What follows belongs to an exercise in optimizing a design on an open flow for small area; a production flow would make more cautious choices.
Where RTL was checked, it was by simulation tests only, not by an equivalence proof against the original.
Power figures rest on the tool's default switching activity, not on a simulated workload. The clock port is modelled as an ideal driver; clocking choices that lean on that would not hold on a real chip.

== red ==
Design router, start of the top module:
module router(
    input clock, reset_n,
    input [7:0] frame_n, valid_n, di,
    output [7:0] dout, valido_n, frameo_n
);
Size in the first run: roughly 10000 cells after synthesis, roughly 5100 flip-flops, roughly 140000 µm² of cells after synthesis.
Settings: LEC_CHECK=0, CAP_MARGIN=20, CORE_MARGIN=2, CORE_UTILIZATION=35, CTS_BUF_LIST=sky130_fd_sc_hd__clkbuf_4, SLEW_MARGIN=30; clock period 12.0 ns.
run.sh (not shown) runs the stock make flow with config.mk's settings and CLKGATE_MAP_FILE= SYNTH_SCRIPT=/design/flow/synth_recipe.tcl, a recipe that flattens the netlist after the stock synthesis.
--- input diff red..blue ---
- CTS_CLUSTER_SIZE: unset -> 24
- CTS_CLUSTER_DIAMETER: unset -> 50
- CTS_BUF_LIST: sky130_fd_sc_hd__clkbuf_4 -> sky130_fd_sc_hd__clkbuf_16
==> run notes <==
- blue finished all stages; the layout is clean.
- Going from red to blue, the total number of nets in the final design was found to have gone down by about 8%.
- Higher proportion of cell area occupied by registers among blue and red: blue
- Wire: blue routes less than red
- Relative to red, the number of non-clock buffers in the layout measured on blue has decreased slightly.
- The proportion of power drawn by combinational gates was comparable across blue and red.
- | ratio of cells with drive above 1 in the final layout | blue vs red | 9.5 points lower |
- Setup slack in blue is larger than in red.
- The maximum number of pins on one net before global-route repair of red and that of blue are within noise of each other.
- Summary — worst setup slack for register-to-register paths, blue relative to red: higher, by 0.09 ns.
- Global routing met1 resource utilization is higher on blue
What green does differently from blue at the input level:
- CTS_CLUSTER_SIZE: 24 -> 30
- CTS_CLUSTER_DIAMETER: 50 -> 60
## What came out
- green ends up with a final worst slack that is 0.0075 ns higher than in blue.
- From blue to green the numbers moved as follows: power share of the sequential group increased 1.9 points, worst hold slack went up 0.039 ns, overall global routing resource usage shows no meaningful change.
- blue and green ended up with roughly the same wire length after detailed routing.
- Delta (green minus blue): non-clock buffer count flat, combinational power share flat, number of antenna violations at the first check in global routing up 11%, total power consumption of the routed design down 3.3%.
- On critical path arrival, blue and green are basically level.
Setup changes, green to orange
- a change of CTS_CLUSTER_SIZE from 30 to 32
- a change of CTS_CLUSTER_DIAMETER from 60 to 80
### Flow results
orange ran to completion and came out clean on the timing, design-rule and antenna checks.
Reported for green and orange, cell area after technology mapping turned out identical to the last digit.
Final-layout worst hold slack deteriorates in orange relative to green.
[compare] base=green new=orange: final core area utilization fell by 1.2 points, share of cell area taken by multi-input logic gates rose by 0.62 points.
Share of the synthesized netlist area taken by xor and xnor gates came out exactly the same in green and orange.
Per the comparison of orange with green, number of iterations in the first detailed-routing pass went up by 3; clock-buffer cell count moved down; highest clock rate was more or less identical; number of flip-flops and latches flat.
No functional check of the RTL was part of any run of this note.

job 2701:
The RTL this note starts from:
==> flow/design.v <==
`timescale 1ns/1ps
module ingress #(parameter SHARED = 0, parameter WRST = 0) (
    input clock, reset_n,
    input frame_n, valid_n, di,
    input granted,
    input start,                
    output reg pend,
    output reg [2:0] aq,
    output reg [4:0] w,
    output reg cur,
    output reg [31:0] ra, rb
);
    reg [1:0] ca;
    reg [2:0] ain;
    reg d1;
    wire last = !valid_n & frame_n;
    always @(posedge clock) begin
        ra <= {ra[30:0], (!valid_n & !cur) ? di : ra[31]};
        rb <= {rb[30:0], (!valid_n & cur) ? di : rb[31]};
        if (last) cur <= ~cur;
        if (!reset_n) begin
            ca <= 2'd0;
            d1 <= 1'b0;
            pend <= 1'b0;
        end else begin
            if (frame_n & valid_n) ca <= 2'd0;
            else if (!frame_n & valid_n & (ca != 2'd3)) begin
                ca <= ca + 2'd1;
                ain <= {di, ain[2:1]};
            end
            d1 <= last;
            if (d1) pend <= 1'b1;
            else if (granted) pend <= 1'b0;
        end
        if (d1) aq <= ain;
        if (SHARED) begin
            if (d1 | start | (WRST && !reset_n)) w <= 5'd0;
            else w <= w + 5'd1;
        end else begin
            if (d1) w <= 5'd0;
            else if (pend) w <= {2'b00, w[2:0] + 3'd1};
        end
    end
endmodule
`timescale 1ns/1ps
module selector #(parameter TWO = 1, parameter OWNQ = 1, parameter EXTCNT = 0,
                  parameter LIVE = 0) (
    input clock, reset_n, start,
    input [2:0] aq,             
    input [3:0] hd,             
    input [4:0] m,              
    input [4:0] w,              
    input rsel,                 
    input [31:0] ra, rb,
    output reg act,
    output [2:0] tq,
    output reg [3:0] ts,
    output stream
);
    reg [4:0] kp, cnt;
    reg rs;
    reg [2:0] tqr;
    always @(posedge clock) begin
        if (!reset_n) act <= 1'b0;
        else if (start) act <= 1'b1;
        else if (EXTCNT ? (w == 5'd31) : (cnt == 5'd0)) act <= 1'b0;
        if (start) begin
            tqr <= aq;
            ts <= hd;
            rs <= rsel;
            kp <= m + w[2:0];
            cnt <= 5'd31;
        end else begin
            cnt <= cnt - 5'd1;
        end
    end
    assign tq = OWNQ ? tqr : aq;
    wire [31:0] r = (TWO && (LIVE ? rsel : rs)) ? rb : ra;
    assign stream = r[kp];
endmodule
`timescale 1ns/1ps
module rf32 (
    input clock, x, clr,
    output r1
);
    reg [31:0] r;
    always @(posedge clock) r <= {r[30:2], r[1] & ~clr, r[0], r[31] | x};
    assign r1 = r[1];
endmodule
`timescale 1ns/1ps
module fifo3 (
    input clock, reset_n, init,
    input [7:0] req,            
    input [9:0] cq,             
    input [159:0] csd,          
    output we,
    output reg [3:0] head,
    output [4:0] m,             
    output dout, valido_n
);
    reg [3:0] tail;
    reg emp, emp_d;
    reg [4:0] M;
    wire pop, snd;
    wire full = (head == tail) & ~emp;
    assign we = (|req) & ~full;
    assign m = emp ? 5'd1 : M;
    always @(posedge clock) begin
        if (!reset_n) begin
            head <= 4'd0;
            tail <= 4'd0;
            emp <= 1'b1;
        end else begin
            if (we) head <= head + 4'd1;
            if (pop) tail <= tail + 4'd1;
            if (we && !pop) emp <= 1'b0;
            else if (!we && pop && (tail + 4'd1 == head)) emp <= 1'b1;
        end
        if (we) M <= emp ? 5'd2 : M + 5'd1;
        else M <= M - 5'd1;
        emp_d <= emp | ~reset_n;
    end
    egress e (.clock(clock), .reset_n(reset_n), .empty(emp_d), .pop(pop), .snd(snd),
        .valido_n(valido_n));
    wire [15:0] r1v;
    genvar s, c;
    generate
        for (s = 0; s < 16; s = s + 1) begin : g_s
            wire [9:0] hd;
            for (c = 0; c < 10; c = c + 1) begin : g_h
                assign hd[c] = cq[c] & csd[16*c + s];
            end
            wire x = |hd;
            wire clr = init | (snd & (tail == s));
            rf32 r (.clock(clock), .x(x), .clr(clr), .r1(r1v[s]));
        end
    endgenerate
    assign dout = r1v[tail];
endmodule
`timescale 1ns/1ps
module egress (
    input clock, reset_n, empty,
    output pop, snd, valido_n
);
    reg [5:0] ec;
    always @(posedge clock) begin
        if (!reset_n) ec <= 6'd0;
        else if (ec == 6'd0) ec <= empty ? 6'd0 : 6'd1;
        else if (ec == 6'd33) ec <= 6'd0;
        else ec <= ec + 6'd1;
    end
    assign pop = (ec == 6'd32);
    assign snd = (ec != 6'd0) & (ec != 6'd33);
    assign valido_n = ~snd;
endmodule
`timescale 1ns/1ps
module router(
    input clock, reset_n,
    input [7:0] frame_n, valid_n, di,
    output [7:0] dout, valido_n, frameo_n
);
    reg init;
    wire [39:0] wv;
    always @(posedge clock) if (!reset_n) init <= 1'b1; else if (wv[4:0] == 5'd31) init <= 1'b0;
    wire [7:0] pend, granted;
    wire [23:0] aq;
    wire [63:0] grant;            
    wire [7:0] we_all;
    wire [31:0] head_all;
    wire [39:0] m_all;
    wire [9:0] cact, cstr;
    wire [29:0] ctq;
    wire [39:0] cts;
    wire [79:0] cq;               
    wire [159:0] csd;             
    genvar i, q, s, c;
    generate
        for (c = 0; c < 10; c = c + 1) begin : g_dec
            for (q = 0; q < 8; q = q + 1) begin : g_dq
                assign cq[8*c + q] = cact[c] & cstr[c] & (ctq[3*c +: 3] == q);
            end
            for (s = 0; s < 16; s = s + 1) begin : g_ds
                assign csd[16*c + s] = (cts[4*c +: 4] == s);
            end
        end
        for (i = 0; i < 8; i = i + 1) begin : g_in
            wire [31:0] ra, rb;
            wire cur;
            wire st;
            ingress #(.SHARED(i < 5), .WRST(i == 0)) ip (.clock(clock), .reset_n(reset_n), .frame_n(frame_n[i]),
                .valid_n(valid_n[i]), .di(di[i]), .granted(granted[i]), .start(st),
                .pend(pend[i]), .aq(aq[3*i +: 3]), .w(wv[5*i +: 5]), .cur(cur), .ra(ra), .rb(rb));
            wire [7:0] g;
            assign granted[i] = |g;
            wire [3:0] hd;
            wire [4:0] m;
            for (q = 0; q < 8; q = q + 1) begin : g_g
                assign g[q] = grant[8*q + i];
            end
            assign st = |(g & we_all);
            sel8 #(.W(4)) sh (.s(g), .d(head_all), .y(hd));
            sel8 #(.W(5)) sm (.s(g), .d(m_all), .y(m));
            if (i < 6) begin : g_one
                selector #(.TWO(1), .OWNQ(i >= 5), .EXTCNT(i < 5), .LIVE(i < 3)) ch (.clock(clock), .reset_n(reset_n),
                    .start(st), .aq(aq[3*i +: 3]), .hd(hd), .m(m), .w(wv[5*i +: 5]),
                    .rsel(cur), .ra(rb), .rb(ra), .act(cact[i]), .tq(ctq[3*i +: 3]),
                    .ts(cts[4*i +: 4]), .stream(cstr[i]));
            end else begin : g_two
                selector #(.TWO(0), .OWNQ(1)) cha (.clock(clock), .reset_n(reset_n),
                    .start(st & cur), .aq(aq[3*i +: 3]), .hd(hd), .m(m), .w(wv[5*i +: 5]),
                    .rsel(1'b0), .ra(ra), .rb(ra), .act(cact[i]), .tq(ctq[3*i +: 3]),
                    .ts(cts[4*i +: 4]), .stream(cstr[i]));
                selector #(.TWO(0), .OWNQ(1)) chb (.clock(clock), .reset_n(reset_n),
                    .start(st & ~cur), .aq(aq[3*i +: 3]), .hd(hd), .m(m), .w(wv[5*i +: 5]),
                    .rsel(1'b0), .ra(rb), .rb(rb), .act(cact[i+2]), .tq(ctq[3*(i+2) +: 3]),
                    .ts(cts[4*(i+2) +: 4]), .stream(cstr[i+2]));
            end
        end
        for (q = 0; q < 8; q = q + 1) begin : g_q
            wire [7:0] req;
            for (i = 0; i < 8; i = i + 1) begin : g_r
                assign req[i] = pend[i] & (aq[3*i +: 3] == q);
            end
            for (i = 0; i < 8; i = i + 1) begin : g_w
                if (i == 0) assign grant[8*q] = req[0];
                else assign grant[8*q + i] = req[i] & ~|req[i-1:0];
            end
            wire [9:0] cqq;
            for (c = 0; c < 10; c = c + 1) begin : g_c
                assign cqq[c] = cq[8*c + q];
            end
            fifo3 f (.clock(clock), .reset_n(reset_n), .init(init), .req(req),
                .cq(cqq), .csd(csd), .we(we_all[q]),
                .head(head_all[4*q +: 4]), .m(m_all[5*q +: 5]),
                .dout(dout[q]), .valido_n(valido_n[q]));
            assign frameo_n[q] = valido_n[q];
        end
    endgenerate
endmodule
module sel8 #(parameter W = 4) (
    input [7:0] s,
    input [8*W-1:0] d,
    output [W-1:0] y
);
    genvar b, q;
    generate
        for (b = 0; b < W; b = b + 1) begin : g_b
            wire [7:0] t;
            for (q = 0; q < 8; q = q + 1) begin : g_q
                assign t[q] = s[q] & d[W*q + b];
            end
            assign y[b] = |t;
        end
    endgenerate
endmodule
Settings: LEC_CHECK=0, CAP_MARGIN=20, CORE_MARGIN=2, CORE_UTILIZATION=50, SLEW_MARGIN=30; clock period 12.0 ns.
standard.sh (not shown) runs the stock make flow with config.mk's settings and CLKGATE_MAP_FILE= SYNTH_SCRIPT=/design/flow/synth_recipe.tcl, a recipe that flattens the netlist after the stock synthesis.
==> flow/flow/run.sh <==
#!/bin/bash
# The standard layout (standard.sh), with two changes:
#  - synthesis maps the logic with an area-oriented ABC script
#    (strash; dch -f; amap -m) instead of ORFS's delay-oriented one; every step
#    before it, flip-flop mapping included, is unchanged, so the registers are
#    the standard synthesis's;
#  - the clock tree is built from sink clusters of up to 32 flip-flops within
#    80 um, driven by clkbuf_16, without dummy loads.
set -eo pipefail
rm -rf scripts_abc
cp -r "$FLOW_HOME/scripts" scripts_abc
printf 'strash\ndch -f\namap -m\n' > scripts_abc/abc_speed.script
export SCRIPTS_DIR="$PWD/scripts_abc"
export CTS_ARGS="-sink_clustering_enable -repair_clock_nets -sink_clustering_size 36 -sink_clustering_max_diameter 70 -buf_list sky130_fd_sc_hd__clkbuf_16 -dont_use_dummy_load"
export BUFFER_PORTS_ARGS="-buffer_cell sky130_fd_sc_hd__buf_1"
bash standard.sh > standard.log 2>&1
--- input diff job 2701..job 5288 ---
-- flow/flow/run.sh --
<<< job 2701, line 14
export CTS_ARGS="-sink_clustering_enable -repair_clock_nets -sink_clustering_size 36 -sink_clustering_max_diameter 70 -buf_list sky130_fd_sc_hd__clkbuf_16 -dont_use_dummy_load"
export BUFFER_PORTS_ARGS="-buffer_cell sky130_fd_sc_hd__buf_1"
bash standard.sh > standard.log 2>&1
>>> job 5288, line 14
export CTS_ARGS="-sink_clustering_enable -repair_clock_nets -sink_clustering_size 36 -sink_clustering_max_diameter 70 -buf_list sky130_fd_sc_hd__clkbuf_16 -dont_use_dummy_load"
bash standard.sh > standard.log 2>&1
- Measured against each other, job 2701 and job 5288 differ in clock skew, the higher figure coming from job 2701.
- The switching share of power of job 2701 and that of job 5288 are within noise of each other.
- The endpoint of the most critical setup path comes out dout[6] in one run and g_q[4].f.g_s[4].r.r[0] in the other, namely in job 5288 and job 2701 respectively.
- The sequential share of cell area of job 5288 and that of job 2701 are within noise of each other.
- For the half-perimeter wire length after placement, job 5288 came in 2900 um higher than job 2701 did.
- Between job 2701 and job 5288, the difference in via count of the first global-routing pass is negligible.
- Multi-input logic portion of the cell area of job 2701 is on par with job 5288.
- Job 5288 vs job 2701 — antenna diode count dropped 3.
- Number of nets in the finished design delta (job 5288 -> job 2701): insignificant
The following lists how job 517 was set up differently from job 5288:
- SLEW_MARGIN: 30 -> 10
- CAP_MARGIN: 20 -> 10
Results
Compared to job 5288, job 517 has layout clock buffer count about 2% higher. The relative contribution of sequential cells to total power in job 517 sits 0.2 points below the value recorded for job 5288. Compared job 5288 against job 517; cell area after placement within noise. Fraction of the core area covered by cells at the end of the flow across job 517 and job 5288: no real change. On cell count, job 517 tracks job 5288 almost exactly. | final area | job 517 vs job 5288 | ≈ equal |.
No run of this note included a check of the RTL's function; only the layout flow was run.

run A:
Another version of the RTL of router (not shown whole).
Size: roughly 5,000 flip-flops, about 50 I/O pins, ~0.13 mm² of cells after synthesis.
==> flow/design.v (excerpt) <==
module router(
    input clock, reset_n,
    input [7:0] frame_n, valid_n, di,
    output [7:0] dout, valido_n, frameo_n
);
export LEC_CHECK = 0
export CAP_MARGIN = 20
export CORE_MARGIN = 2
export CORE_UTILIZATION = 35
export SLEW_MARGIN = 30
create_clock -name core_clock -period 12.0 [get_ports {clock}]
==> flow/flow/run.sh <==
#!/bin/bash
# The standard layout (standard.sh), with two changes:
#  - synthesis maps the logic with an area-oriented ABC script
#    (strash; dch -f; amap -m) instead of ORFS's delay-oriented one; every step
#    before it, flip-flop mapping included, is unchanged, so the registers are
#    the standard synthesis's;
#  - the clock tree is built from sink clusters of up to 32 flip-flops within
#    80 um, driven by clkbuf_16, without dummy loads.
set -eo pipefail
rm -rf scripts_abc
cp -r "$FLOW_HOME/scripts" scripts_abc
printf 'strash\ndch -f\namap -m\n' > scripts_abc/abc_speed.script
export SCRIPTS_DIR="$PWD/scripts_abc"
export CTS_ARGS="-sink_clustering_enable -repair_clock_nets -sink_clustering_size 32 -sink_clustering_max_diameter 80 -buf_list sky130_fd_sc_hd__clkbuf_16 -dont_use_dummy_load"
bash standard.sh > standard.log 2>&1
Run A reached the final stage; the timing, design-rule and antenna checks on its layout passed.
## Diff of input files: run B against run A
Settings: swapping 35 for 45 in CORE_UTILIZATION.
-- flow/flow/run.sh --
<<< run A, line 12
printf 'strash\ndch -f\namap -m\n' > scripts_abc/abc_speed.script
export SCRIPTS_DIR="$PWD/scripts_abc"
export CTS_ARGS="-sink_clustering_enable -repair_clock_nets -sink_clustering_size 32 -sink_clustering_max_diameter 80 -buf_list sky130_fd_sc_hd__clkbuf_16 -dont_use_dummy_load"
bash standard.sh > standard.log 2>&1
>>> run B, line 12
printf 'strash\ndch -f\namap -m\n' > scripts_abc/abc_speed.script
export SCRIPTS_DIR="$PWD/scripts_abc"
export CTS_ARGS="-sink_clustering_enable -repair_clock_nets -sink_clustering_size 34 -sink_clustering_max_diameter 75 -buf_list sky130_fd_sc_hd__clkbuf_16 -dont_use_dummy_load"
bash standard.sh > standard.log 2>&1
--- outcome ---
Area of the die: run B better than run A. g_in[3].ip.aq[0] as the launching instance or port of the critical path was reported by run B, and g_in[2].ip.aq[0] by run A. Between run B and run A, row count is lower for run B, run A comes in above that. The part of the total power dissipated in the clock network of run A and that of run B are within noise of each other. Diff run A -> run B: wire length of the first global-routing pass climbed 0.90%, minimum clock period after layout now sits lower, design area went down about 0.9%, clock-buffer cell count shrank by 1.
[inputs] run C vs run B
Settings: changing CORE_UTILIZATION from 45 to 50.
==> flow/flow/run.sh <==
#!/bin/bash
# The standard layout (standard.sh), with two changes:
#  - synthesis maps the logic with an area-oriented ABC script
#    (strash; dch -f; amap -m) instead of ORFS's delay-oriented one; every step
#    before it, flip-flop mapping included, is unchanged, so the registers are
#    the standard synthesis's;
#  - the clock tree is built from sink clusters of up to 36 flip-flops within
#    70 um, each driven by a clkbuf_16, without dummy loads.
# Each tool's full output is in ORFS's own logs (orfs/logs); standard.sh's in
# standard.log.
set -eo pipefail
rm -rf scripts_abc
cp -r "$FLOW_HOME/scripts" scripts_abc
printf 'strash\ndch -f\namap -m\n' > scripts_abc/abc_speed.script
export SCRIPTS_DIR="$PWD/scripts_abc"
export CTS_ARGS="-sink_clustering_enable -repair_clock_nets -sink_clustering_size 36 -sink_clustering_max_diameter 70 -buf_list sky130_fd_sc_hd__clkbuf_16 -dont_use_dummy_load"
bash standard.sh > standard.log 2>&1
--- outcome ---
- Run C and run B ended up with nearly the same I/O pin count.
- Across both runs, synthesis-to-finish area growth was lower for run C than for run B.
- Delta (run C minus run B): post-route total power down 0.66%; total area of multi-input combinational cells was more or less identical; met3 demand-to-capacity share in global routing higher; critical path depth now sits lower.
- Number of cell instances on the worst register-to-register path of run C falls short of that of run B by more than 10%.
- Comparing run C and run B, the lower first-pass GRT wire length is on run C.
- The higher slew at the pin closest to its max-slew limit came out of run B.
- In run C, sequential share of layout area is higher than in run B.
Setup changes, run C to run D
Settings: SLEW_MARGIN: 30 -> 20.
- Comparing run C with run D, the wire length on met1 came out essentially unchanged.
- Looking at run D and run C, the global-route wire length before repair is a wash.
- Any difference in power between run C and run D is small enough to ignore.
- ~same final instance area in run D and run C
Relative to run D, the following input files were edited for run E:
Settings: swapping 20 for 30 in SLEW_MARGIN; swapping 50 for 55 in CORE_UTILIZATION.
-- flow/flow/run.sh --
<<< run D, line 14
printf 'strash\ndch -f\namap -m\n' > scripts_abc/abc_speed.script
export SCRIPTS_DIR="$PWD/scripts_abc"
export CTS_ARGS="-sink_clustering_enable -repair_clock_nets -sink_clustering_size 36 -sink_clustering_max_diameter 70 -buf_list sky130_fd_sc_hd__clkbuf_16 -dont_use_dummy_load"
bash standard.sh > standard.log 2>&1
>>> run E, line 14
printf 'strash\ndch -f\namap -m\n' > scripts_abc/abc_speed.script
export SCRIPTS_DIR="$PWD/scripts_abc"
export CTS_ARGS="-sink_clustering_enable -repair_clock_nets -sink_clustering_size 34 -sink_clustering_max_diameter 65 -buf_list sky130_fd_sc_hd__clkbuf_16 -dont_use_dummy_load"
bash standard.sh > standard.log 2>&1
Results
Run E went all the way through the flow, and no timing, DRC or antenna check failed. Run D and run E ended up with roughly the same wire length of the first global-routing pass. The run with more routed wire is run D, not run E. Taking run D as the reference, in run E average vias per placed instance has increased, sequential share of cell area has remained practically unchanged, remaining max-slew budget at the tightest pin has increased, non-clock buffer instance count of the final layout has decreased. Compared to run D, run E was floorplanned on a smaller die. Deepest clock path buffer count of run D is on par with run E.

## re-timing with driven ports
In the flow no input, the clock included, has a driving cell. The finished layouts below were timed again as built, in two steps. Step 1 sets driving cells, clkbuf_16 on the clock port and buf_2 on the other inputs (assumed; they add their load-dependent delay and slew). Step 2, shift: input delay + t, output delay - t, t = (earliest + latest rising clock arrival at the registers) / 2. This alone moves slack from input paths to output paths. Slacks: no drivers / after step 1 / after step 2; pairs: no drivers / after step 1.
run | t, ns | slack for setup (ns) | latest minus earliest clock arrival (ns) | worst register clock-pin slew, ns
red | 1.703 | 5.422 / 5.310 / 7.013 | 0.227 / 0.227 | 0.09 / 0.09
blue | 1.056 | 6.107 / 5.992 / 7.048 | 0.115 / 0.115 | 0.09 / 0.09
green | 1.038 | 6.114 / 5.999 / 7.037 | 0.122 / 0.122 | 0.11 / 0.11
orange | 1.062 | 6.104 / 5.991 / 6.994 | 0.130 / 0.130 | 0.12 / 0.12
job 2701 | 0.964 | 6.160 / 6.160 / 6.160 | 0.175 / 0.176 | 0.12 / 0.12
job 5288 | 0.939 | 5.925 / 5.825 / 5.943 | 0.184 / 0.184 | 0.12 / 0.12
job 517 | 0.940 | 5.684 / 5.684 / 5.684 | 0.188 / 0.189 | 0.12 / 0.12
run A | 0.990 | 1.789 / 1.789 / 1.789 | 0.169 / 0.169 | 0.12 / 0.12
run B | 0.962 | 1.964 / 1.964 / 1.964 | 0.147 / 0.147 | 0.12 / 0.12
run C | 0.932 | 1.848 / 1.848 / 1.848 | 0.200 / 0.200 | 0.12 / 0.12
run D | 0.934 | 1.859 / 1.859 / 1.859 | 0.212 / 0.212 | 0.12 / 0.12
run E | 0.916 | 1.307 / 1.307 / 1.307 | 0.178 / 0.178 | 0.12 / 0.12
After both steps every run listed still meets setup and hold.
